This is an optimization exercise on Yosys and OpenROAD, whose aim is small area, not a production implementation. Function was checked by simulation only, so behaviour that the tests miss may differ from the original. Power figures rest on the tool's default switching activity, not on a simulated workload.

run A:
## gaussian_noise
module gaussian_noise (Y, select, clk, Y_hat, noise_debug, reset, state);
==> flow/config.mk <==
export PLATFORM = sky130hd
export DESIGN_NAME = gaussian_noise
export DESIGN_NICKNAME = gaussian_noise
export VERILOG_FILES = /design/flow/design.v
export SDC_FILE = /design/flow/constraint.sdc
export NUM_CORES = 4
export LEC_CHECK = 0
export CAP_MARGIN = 20
export CORE_MARGIN = 2
export CORE_UTILIZATION = 40
export CTS_BUF_LIST = sky130_fd_sc_hd__clkbuf_8
export CTS_CLUSTER_DIAMETER = 60
export CTS_CLUSTER_SIZE = 18
export SLEW_MARGIN = 20
==> flow/constraint.sdc <==
create_clock -name core_clock -period 15.0 [get_ports {clk}]
set_input_delay 3.0000 -clock core_clock [delete_from_list [all_inputs] [get_ports {clk}]]
set_output_delay 3.0000 -clock core_clock [all_outputs]
set_load 0.01 [all_outputs]
standard.sh (not shown) runs the stock make flow with config.mk's settings and CLKGATE_MAP_FILE= SYNTH_SCRIPT=/design/flow/synth_recipe.tcl, a recipe that flattens the netlist after the stock synthesis.
==> flow/flow/run.sh <==
#!/bin/bash
# Standard ORFS layout, with the port buffers inserted as the smallest buffer cell.
# Each tool's full log is kept by ORFS under orfs/logs/; make's own output goes to flow_make.log.
set -euo pipefail
bash standard.sh BUFFER_PORTS_ARGS="-buffer_cell sky130_fd_sc_hd__buf_1" finish > flow_make.log 2>&1
In summary, run A completed successfully, with a layout that passed the timing, DRC and antenna checks.
#### Input delta (run B over run A)
# run A
export LEC_CHECK = 0
export CAP_MARGIN = 20
export CORE_MARGIN = 2
export CORE_UTILIZATION = 40
export CTS_BUF_LIST = sky130_fd_sc_hd__clkbuf_8
export CTS_CLUSTER_DIAMETER = 60
export CTS_CLUSTER_SIZE = 18
export SLEW_MARGIN = 20
create_clock -name core_clock -period 15.0 [get_ports {clk}]
# run B
export LEC_CHECK = 0
export CAP_MARGIN = 20
export CORE_MARGIN = 2
export CORE_UTILIZATION = 40
export CTS_BUF_LIST = sky130_fd_sc_hd__clkbuf_4
export CTS_CLUSTER_DIAMETER = 40
export CTS_CLUSTER_SIZE = 10
export SLEW_MARGIN = 20
create_clock -name core_clock -period 15.0 [get_ports {clk}]
Notes after the runs:
- Number of buffers inserted during clock tree synthesis was higher in run B than in run A.
- Run B finished end to end and its layout was clean on timing, DRC and antenna.
- As far as count of flip-flops and latches goes, run B and run A are indistinguishable; the numbers are identical.
- Compared run B vs run A, and routed metal-1 wirelength is down in run B.
- Sort run B and run A by ratio of cells with drive above 1 in the final layout desc -> top: run B
- Sort run B and run A by clock latency on the worst-skew pair, ascending, and run A comes first.
--- input diff run B..run C ---
# run B
export LEC_CHECK = 0
export CAP_MARGIN = 20
export CORE_MARGIN = 2
export CORE_UTILIZATION = 40
export CTS_BUF_LIST = sky130_fd_sc_hd__clkbuf_4
export CTS_CLUSTER_DIAMETER = 40
export CTS_CLUSTER_SIZE = 10
export SLEW_MARGIN = 20
create_clock -name core_clock -period 15.0 [get_ports {clk}]
# run C
export LEC_CHECK = 0
export CAP_MARGIN = 20
export CORE_MARGIN = 2
export CORE_UTILIZATION = 40
export CTS_BUF_LIST = sky130_fd_sc_hd__clkbuf_16
export CTS_CLUSTER_DIAMETER = 100
export CTS_CLUSTER_SIZE = 24
export SLEW_MARGIN = 20
create_clock -name core_clock -period 15.0 [get_ports {clk}]
Notes after the runs:
Wire length of the first global-routing pass was higher in the run labelled run B. Arrival time at the worst endpoint delta for run C relative to run B: 20 ps higher. Run C | stages: all done | timing, DRC, antenna: all pass. Run B went all the way through the flow, and no timing, DRC or antenna check failed. Relative to run B, the final cell area reported for run C is lower. Taking run B as the reference, in run C net count reported at finish went down; total power decreased about 0.8%; signed area change from the synthesized netlist to the final layout decreased by 0.50 points relative to the old numbers; placeable core area did not really move; number of standard-cell rows in the floorplan stayed essentially flat.
> inputs changed (run C -> run D)
# run C
export LEC_CHECK = 0
export CAP_MARGIN = 20
export CORE_MARGIN = 2
export CORE_UTILIZATION = 40
export CTS_BUF_LIST = sky130_fd_sc_hd__clkbuf_16
export CTS_CLUSTER_DIAMETER = 100
export CTS_CLUSTER_SIZE = 24
export SLEW_MARGIN = 20
create_clock -name core_clock -period 15.0 [get_ports {clk}]
# run D
export LEC_CHECK = 0
export CAP_MARGIN = 20
export CORE_MARGIN = 2
export CORE_UTILIZATION = 40
export CTS_BUF_LIST = sky130_fd_sc_hd__clkbuf_16
export CTS_CLUSTER_DIAMETER = 100
export CTS_CLUSTER_SIZE = 27
export SLEW_MARGIN = 20
create_clock -name core_clock -period 15.0 [get_ports {clk}]
==> comparison <==
Run C has a lower worst setup slack than run D. Run D against run C: relative slew slack ~0 delta; cell area essentially unchanged. The worst-case vdd ir drop reported for run D is greater than that of run C by 5.6%. In the tables for run C and run D, first-pass GRT wire length reads lower with run D. Routed wire in run D totals less than in run C. Status: via count of the routed design parity (run D, run C). Between run C and run D, the difference in upper clock frequency limit is negligible. Re average cell area after synthesis: no difference whatsoever between run D and run C. [compare] base=run C new=run D: latest clock arrival within the worst-skew pair stayed essentially flat, global-route usage stayed essentially flat.
### run D -> run E
# run D
export LEC_CHECK = 0
export CAP_MARGIN = 20
export CORE_MARGIN = 2
export CORE_UTILIZATION = 40
export CTS_BUF_LIST = sky130_fd_sc_hd__clkbuf_16
export CTS_CLUSTER_DIAMETER = 100
export CTS_CLUSTER_SIZE = 27
export SLEW_MARGIN = 20
create_clock -name core_clock -period 15.0 [get_ports {clk}]
# run E
export LEC_CHECK = 0
export CAP_MARGIN = 20
export CORE_MARGIN = 2
export CORE_UTILIZATION = 40
export CTS_BUF_LIST = sky130_fd_sc_hd__clkbuf_16
export CTS_CLUSTER_DIAMETER = 100
export CTS_CLUSTER_SIZE = 24
export SLEW_MARGIN = 20
create_clock -name core_clock -period 15.0 [get_ports {clk}]
==> flow/flow/run.sh <==
#!/bin/bash
# Standard ORFS layout with two changes:
#  - synthesis maps with flow/abc_map.script (an area-oriented ABC mapping);
#    everything else in the
#    synthesis, including register mapping and naming, is the standard script;
#  - the port buffers are the smallest buffer cell.
# ORFS keeps each tool's full log under orfs/logs/; make's own output is in flow_make.log.
set -euo pipefail
here=$(pwd)
{
  echo "proc abc {args} { set i [lsearch \$args -script]; if {\$i >= 0} { lset args [expr {\$i+1}] $here/flow/abc_map.script }; yosys abc {*}\$args }"
  cat synth_recipe.tcl
} > my_synth.tcl
bash standard.sh SYNTH_SCRIPT=$here/my_synth.tcl BUFFER_PORTS_ARGS="-buffer_cell sky130_fd_sc_hd__buf_1" finish > flow_make.log 2>&1
==> flow/flow/abc_map.script (new file) <==
strash
dch
map -a
topo
Findings:
Run D has a lower count of non-CTS inverters in the layout than run E. Wire: run E routes less than run D. Sort run D and run E by adder and majority cell fraction of the synthesized area, descending, and run E comes first. Going from run D to run E, clock distribution power stayed essentially flat, final period utilization moved up, via count now sits higher, area after synthesis decreased by 100 µm² relative to the old numbers.
Changes in run F relative to run E:
# run E
export LEC_CHECK = 0
export CAP_MARGIN = 20
export CORE_MARGIN = 2
export CORE_UTILIZATION = 40
export CTS_BUF_LIST = sky130_fd_sc_hd__clkbuf_16
export CTS_CLUSTER_DIAMETER = 100
export CTS_CLUSTER_SIZE = 24
export SLEW_MARGIN = 20
create_clock -name core_clock -period 15.0 [get_ports {clk}]
# run F
export LEC_CHECK = 0
export CAP_MARGIN = 20
export CORE_MARGIN = 2
export CORE_UTILIZATION = 40
export CTS_BUF_LIST = sky130_fd_sc_hd__clkbuf_8
export CTS_CLUSTER_DIAMETER = 60
export CTS_CLUSTER_SIZE = 16
export SLEW_MARGIN = 20
create_clock -name core_clock -period 15.0 [get_ports {clk}]
==> flow/flow/run.sh <==
#!/bin/bash
# Standard ORFS layout, with the port buffers inserted as the smallest buffer cell.
# Each tool's full log is kept by ORFS under orfs/logs/; make's own output goes to flow_make.log.
set -euo pipefail
bash standard.sh BUFFER_PORTS_ARGS="-buffer_cell sky130_fd_sc_hd__buf_1" finish > flow_make.log 2>&1
removed: flow/flow/abc_map.script
[summary]
Run F was carried through to the last stage, and its layout satisfied the timing, DRC and antenna checks.
Diff run F..run E | total track usage | negligible
Net count of the mapped netlist delta for run F relative to run E: about 10% lower
On run F: number of global-route vias before repair is 371 lower than what run E gave.

==> port drivers added, routing unchanged <==
The results above use ideal ports. As a check the final layouts listed here were re-extracted and re-timed, cells and wires unchanged.
Step 1 (the two cells are an assumption about what drives the block):
set clk [get_ports {clk}]
set_driving_cell -lib_cell sky130_fd_sc_hd__clkbuf_16 $clk
set_driving_cell -lib_cell sky130_fd_sc_hd__buf_2 [delete_from_list [all_inputs] $clk]
Step 2, shift: input delay + t, output delay - t, t = (earliest + latest rising clock arrival at the registers) / 2. This alone moves slack from input paths to output paths.
Three values: no drivers, after step 1, after step 2; two values: the first two.
run	t (ns)	setup WS [ns]	clock arrival spread, ns	slew at the worst register clock pin (ns)
run A	0.569	4.734 / 4.707 / 4.707	0.048 / 0.048	0.11 / 0.11
run B	0.679	4.749 / 4.722 / 4.722	0.065 / 0.065	0.11 / 0.11
run C	0.516	4.729 / 4.701 / 4.701	0.021 / 0.020	0.10 / 0.10
run D	0.526	4.740 / 4.713 / 4.713	0.022 / 0.023	0.11 / 0.11
run E	0.510	3.336 / 3.313 / 3.313	0.020 / 0.019	0.10 / 0.10
run F	0.562	4.745 / 4.718 / 4.718	0.034 / 0.035	0.10 / 0.10
After both steps every run listed still meets setup and hold. The setup slack of run C, which loses most, moves by -0.028 ns with the drivers and by -0.028 ns with both steps.
